Context: an optimization exercise on an open-source flow, tuned for small area, a short achievable clock period and few clock cycles. The choices shown serve that exercise and are no tape-out recipe. Only simulation tests tie the RTL to the original design; equivalence was not proved.

## main
==> flow/design.v (excerpt) <==
module Milestone1 (
	input  logic        Clock,
	input  logic        Resetn,
	input  logic        Enable,
	output logic [17:0] SRAM_address,
	input  logic [15:0] SRAM_read_data,
	output logic [15:0] SRAM_write_data,
	output logic        SRAM_we_n
);
Size: about 2200 cells after synthesis, roughly 400 flip-flops, about 54 I/O pins.
Settings: LEC_CHECK=0, CAP_MARGIN=20, CORE_MARGIN=2, CORE_UTILIZATION=40, PLACE_DENSITY=0.6, SETUP_SLACK_MARGIN=5, SLEW_MARGIN=20; clock period 12.0 ns.
run.sh (not shown) runs the stock make flow with config.mk's settings and CLKGATE_MAP_FILE= SYNTH_SCRIPT=/design/flow/synth_recipe.tcl, a recipe that flattens the netlist after the stock synthesis.
Testbench counts of main, summed over its fixed seeds: cycles 1,545,712.
The inputs of the feature branch differ from those of main as listed below.
diff --git a/flow/design.v b/flow/design.v
--- a/flow/design.v
+++ b/flow/design.v
@@ -874,16 +874,31 @@
 wire c0     = (col == 8'd0);
 wire ceven  = ~col[0];
 wire last_ph = c159 ? (ph == 4'd9) : (ph == 4'd4);
 wire [7:0] ncol = last_ph ? (c159 ? 8'd0 : col + 8'd1) : col;
 wire [3:0] nph  = last_ph ? 4'd0 : ph + 4'd1;
 wire nc159 = (ncol == 8'd159);
-wire nwrite = (nph == 4'd1) | (nph == 4'd2) | (nph == 4'd4);
-wire nreadY = (nph == 4'd3 & ~nc159) | (nph == 4'd8);
-wire nreadU = (nph == 4'd0 & (nc159 | ~ncol[0] & ncol <= 8'd154)) | (nph == 4'd5);
-wire [1:0] uvoff = (nc159 & (nph == 4'd0 | nph == 4'd3)) ? 2'd0 : (nph == 4'd5 | nph == 4'd7) ? 2'd1 : 2'd2;
+wire last_n = nc159 ? (nph == 4'd9) : (nph == 4'd4);
+wire [7:0] nncol = last_n ? (nc159 ? 8'd0 : ncol + 8'd1) : ncol;
+wire [3:0] nnph  = last_n ? 4'd0 : nph + 4'd1;
+wire nnc159 = (nncol == 8'd159);
+logic nwrite, nreadY, nreadU;
+logic [1:0] uvoff;    
+always_ff @(posedge Clock) begin
+	if (~busy) begin
+		nwrite <= 1'b1;     
+		nreadY <= 1'b0;
+		nreadU <= 1'b0;
+		uvoff <= 2'd0;
+	end else begin
+		nwrite <= (nnph == 4'd1) | (nnph == 4'd2) | (nnph == 4'd4);
+		nreadY <= (nnph == 4'd3 & ~nnc159) | (nnph == 4'd8);
+		nreadU <= (nnph == 4'd0 & (nnc159 | ~nncol[0] & nncol <= 8'd154)) | (nnph == 4'd5);
+		uvoff <= (nnc159 & (nnph == 4'd0 | nnph == 4'd3)) ? 2'd0 : (nnph == 4'd5 | nnph == 4'd7) ? 2'd1 : 2'd2;
+	end
+end
 wire [17:0] uvaddr = (nreadU ? U_BASE : V_BASE) + {16'd0, uvoff} + {3'd0, p[15:1]};
 always_ff @(posedge Clock or negedge Resetn) begin
 	if (~Resetn) begin
 		busy <= 1'b0;
 		SRAM_we_n <= 1'b1;
 	end else begin
==> comparison <==
- Sort the feature branch and main by final critical-path required period desc -> top: main
- Relative to main, the cell area of the feature branch is higher by 1.0%.
- First-iteration DRC count (the feature branch / main): 0.914
- The feature branch against main: cell area after synthesis now larger; final core area utilization -0.36 points.
Testbench counts of the feature branch, summed over its fixed seeds: cycles 1,545,712.

* * *

## alpha
Another version of the RTL of Milestone1 (not shown whole).
For scale: about 2200 cells after synthesis, ~400 flip-flops, roughly 25000 sq um of cells after synthesis.
clock: 12.0 ns
lec_check: 0
cap_margin: 20
core_margin: 2
core_utilization: 60
cts_cluster_diameter: 100
cts_cluster_size: 24
place_density: 0.75
setup_slack_margin: 5
slew_margin: 20
standard.sh (not shown) runs the stock make flow with config.mk's settings and CLKGATE_MAP_FILE= SYNTH_SCRIPT=/design/flow/synth_recipe.tcl, a recipe that flattens the netlist after the stock synthesis.
==> flow/flow/run.sh <==
#!/bin/bash
set -euo pipefail
sed 's/SETUP_SLACK_MARGIN=5 /SETUP_SLACK_MARGIN=8.6 /' standard.sh > standard_margin.sh
grep -q 'SETUP_SLACK_MARGIN=8.6 ' standard_margin.sh
bash standard_margin.sh > standard_margin.log 2>&1
Testbench counts of alpha, summed over its fixed seeds: cycles 1,545,712.
Inputs modified between alpha and beta:
diff --git a/flow/design.v b/flow/design.v
--- a/flow/design.v
+++ b/flow/design.v
@@ -15,22 +15,21 @@
 logic       busy, first, oddB;
 logic [7:0] col;
 logic [3:0] ph;
 logic [15:0] p;    
 logic [17:0] wa;   
 logic [7:0] wU [0:5];
 logic [7:0] wV [0:5];
 logic [7:0] hU, vh1, vh2;
-logic [7:0] Y1h;    
+logic [15:0] Yh;
 logic [7:0] B0h, G1h, B1h;
 wire [7:0] rd_hi = SRAM_read_data[15:8];
 wire [7:0] rd_lo = SRAM_read_data[7:0];
 logic selV;   
-logic selE;   
 wire [7:0] fa = selV ? wV[0] : wU[0];
 wire [7:0] fb = selV ? wV[1] : wU[1];
 wire [7:0] fc = selV ? wV[2] : wU[2];
 wire [7:0] fd = selV ? wV[3] : wU[3];
 wire [7:0] fe = selV ? wV[4] : wU[4];
 wire [7:0] ff = selV ? wV[5] : wU[5];
 logic [8:0] s1, s2, s3;
 always_ff @(posedge Clock) begin
@@ -212,22 +211,22 @@
 	end
 	FVa <= tf_a[16:8]; FVb <= tf_b[16:8]; FVc <= fl[8];
 end
 wire [8:0] FU = FUa + FUb + {8'd0, FUc};
 wire [8:0] FV = FVa + FVb + {8'd0, FVc};
 logic [7:0] py;
 logic signed [8:0] pu, pv;
 always_ff @(posedge Clock) begin
-	if (selE) begin
-		py <= rd_hi;       
+	if (selV) begin
+		py <= Yh[15:8];
 		pu <= {~wU[2][7], ~wU[2][7], wU[2][6:0]};
 		pv <= {~wV[2][7], ~wV[2][7], wV[2][6:0]};
 	end else begin
-		py <= Y1h;
+		py <= Yh[7:0];
 		pu <= FU;
 		pv <= FV;
 	end
 end
 wire txr_0 = py[5] ^ py[3];
 wire txr_1 = py[5] & py[3];
 wire txr_2 = py[6] ^ py[4] ^ py[2];
 wire txr_3 = (py[6] & py[4]) | (py[6] & py[2]) | (py[4] & py[2]);
@@ -918,24 +917,22 @@
 always_ff @(posedge Clock) begin
 	if (~busy) begin
 		col <= 8'd159;
 		ph <= 4'd0;
 		p <= 16'd0;
 		wa <= RGB_BASE - 18'd5;
 		first <= 1'b1;
 		selV <= 1'b0;
-		selE <= 1'b0;
 		oddB <= 1'b0;
 		SRAM_address <= U_BASE;
 	end else begin
 		col <= ncol;
 		ph <= nph;
 		selV <= (nph == 4'd1);
-		selE <= (nph == 4'd0);
 		oddB <= (ph == 4'd4);
 		if (ph == 4'd1 & c0) first <= 1'b0;
 		if (nwrite) begin
 			SRAM_address <= wa;
 			wa <= wa + 18'd1;
 		end else if (nreadY) begin
 			SRAM_address <= {2'b00, p};
 			p <= p + 16'd1;
@@ -970,18 +967,18 @@
 		vh2 <= rd_lo;
 	end else if (vhi) begin
 		vh1 <= rd_lo;
 	end else if (ph == 4'd2 & ceven & cle154) begin
 		vh1 <= vh2;
 	end
 end
 always_ff @(posedge Clock) begin
-	if (ph == 4'd0) Y1h <= rd_lo;
-	if (ph == 4'd2) begin
+	if (ph == 4'd0) Yh <= SRAM_read_data;
+	if (ph == 4'd3) begin
 		SRAM_write_data <= {Ro, Go};
 		B0h <= Bo;
 	end else if (oddB) begin
 		SRAM_write_data <= {B0h, Ro};
 		G1h <= Go;
 		B1h <= Bo;
 	end else if (ph == 4'd1) begin
 		SRAM_write_data <= {G1h, B1h};
==> results.txt <==
Flip-flop and latch count | beta above alpha. When beta is set beside alpha, its critical path depth turns out to be 10 smaller. Compared with alpha, beta shows initial antenna violation count lower by 2. alpha was smaller in final cell area than beta. Higher worst setup slack goes to beta over alpha. Going from alpha to beta, non-clock buffer count -about 2.7%; total clock sinks +1.8%; area of the mapped netlist +about 0.7%; growth of design area from synthesis to finish +0.15 points. Looking at kind of critical path, the reg -> out result is from beta; the reg -> reg one comes from alpha. Diff alpha -> beta | first-pass GRT wire length | decrease of 1.5%. beta vs. alpha: total of cells resized after clock tree synthesis saw an increase. Post-synthesis cell type count for beta: 2 down relative to alpha.
Testbench counts of beta, summed over its fixed seeds: cycles 1,545,712.

-- re-timing with driven ports --
The results above use ideal ports. As a check the final layouts listed here were re-extracted and re-timed, cells and wires unchanged. Step 1 (the two cells are an assumption about what drives the block):
set clk [get_ports {Clock}]
set_driving_cell -lib_cell sky130_fd_sc_hd__clkbuf_16 $clk
set_driving_cell -lib_cell sky130_fd_sc_hd__buf_2 [delete_from_list [all_inputs] $clk]
Step 2 times the ports against the registers' clock, not the clock port: input delays grow and output delays shrink by t, the midpoint of the rising clock arrivals with the driver on. a / b / c = ideal / step 1 / step 2; a / b = the first two.
| run | t, ns | setup slack, ns | worst hold slack (ns) | worst slew at a driven data input, ns |
|---|---|---|---|---|
| main | 0.639 | 7.241 / 7.241 / 7.241 | 0.443 / 0.443 / 0.443 | 0.04 |
| the feature branch | 0.641 | 7.806 / 7.806 / 7.806 | 0.438 / 0.438 / 0.438 | 0.04 |
| alpha | 0.607 | 8.289 / 8.289 / 8.289 | 0.451 / 0.451 / 0.451 | 0.03 |
| beta | 0.607 | 8.407 / 8.350 / 8.452 | 0.448 / 0.448 / 0.448 | 0.04 |
After both steps setup and hold are still met in every run listed.
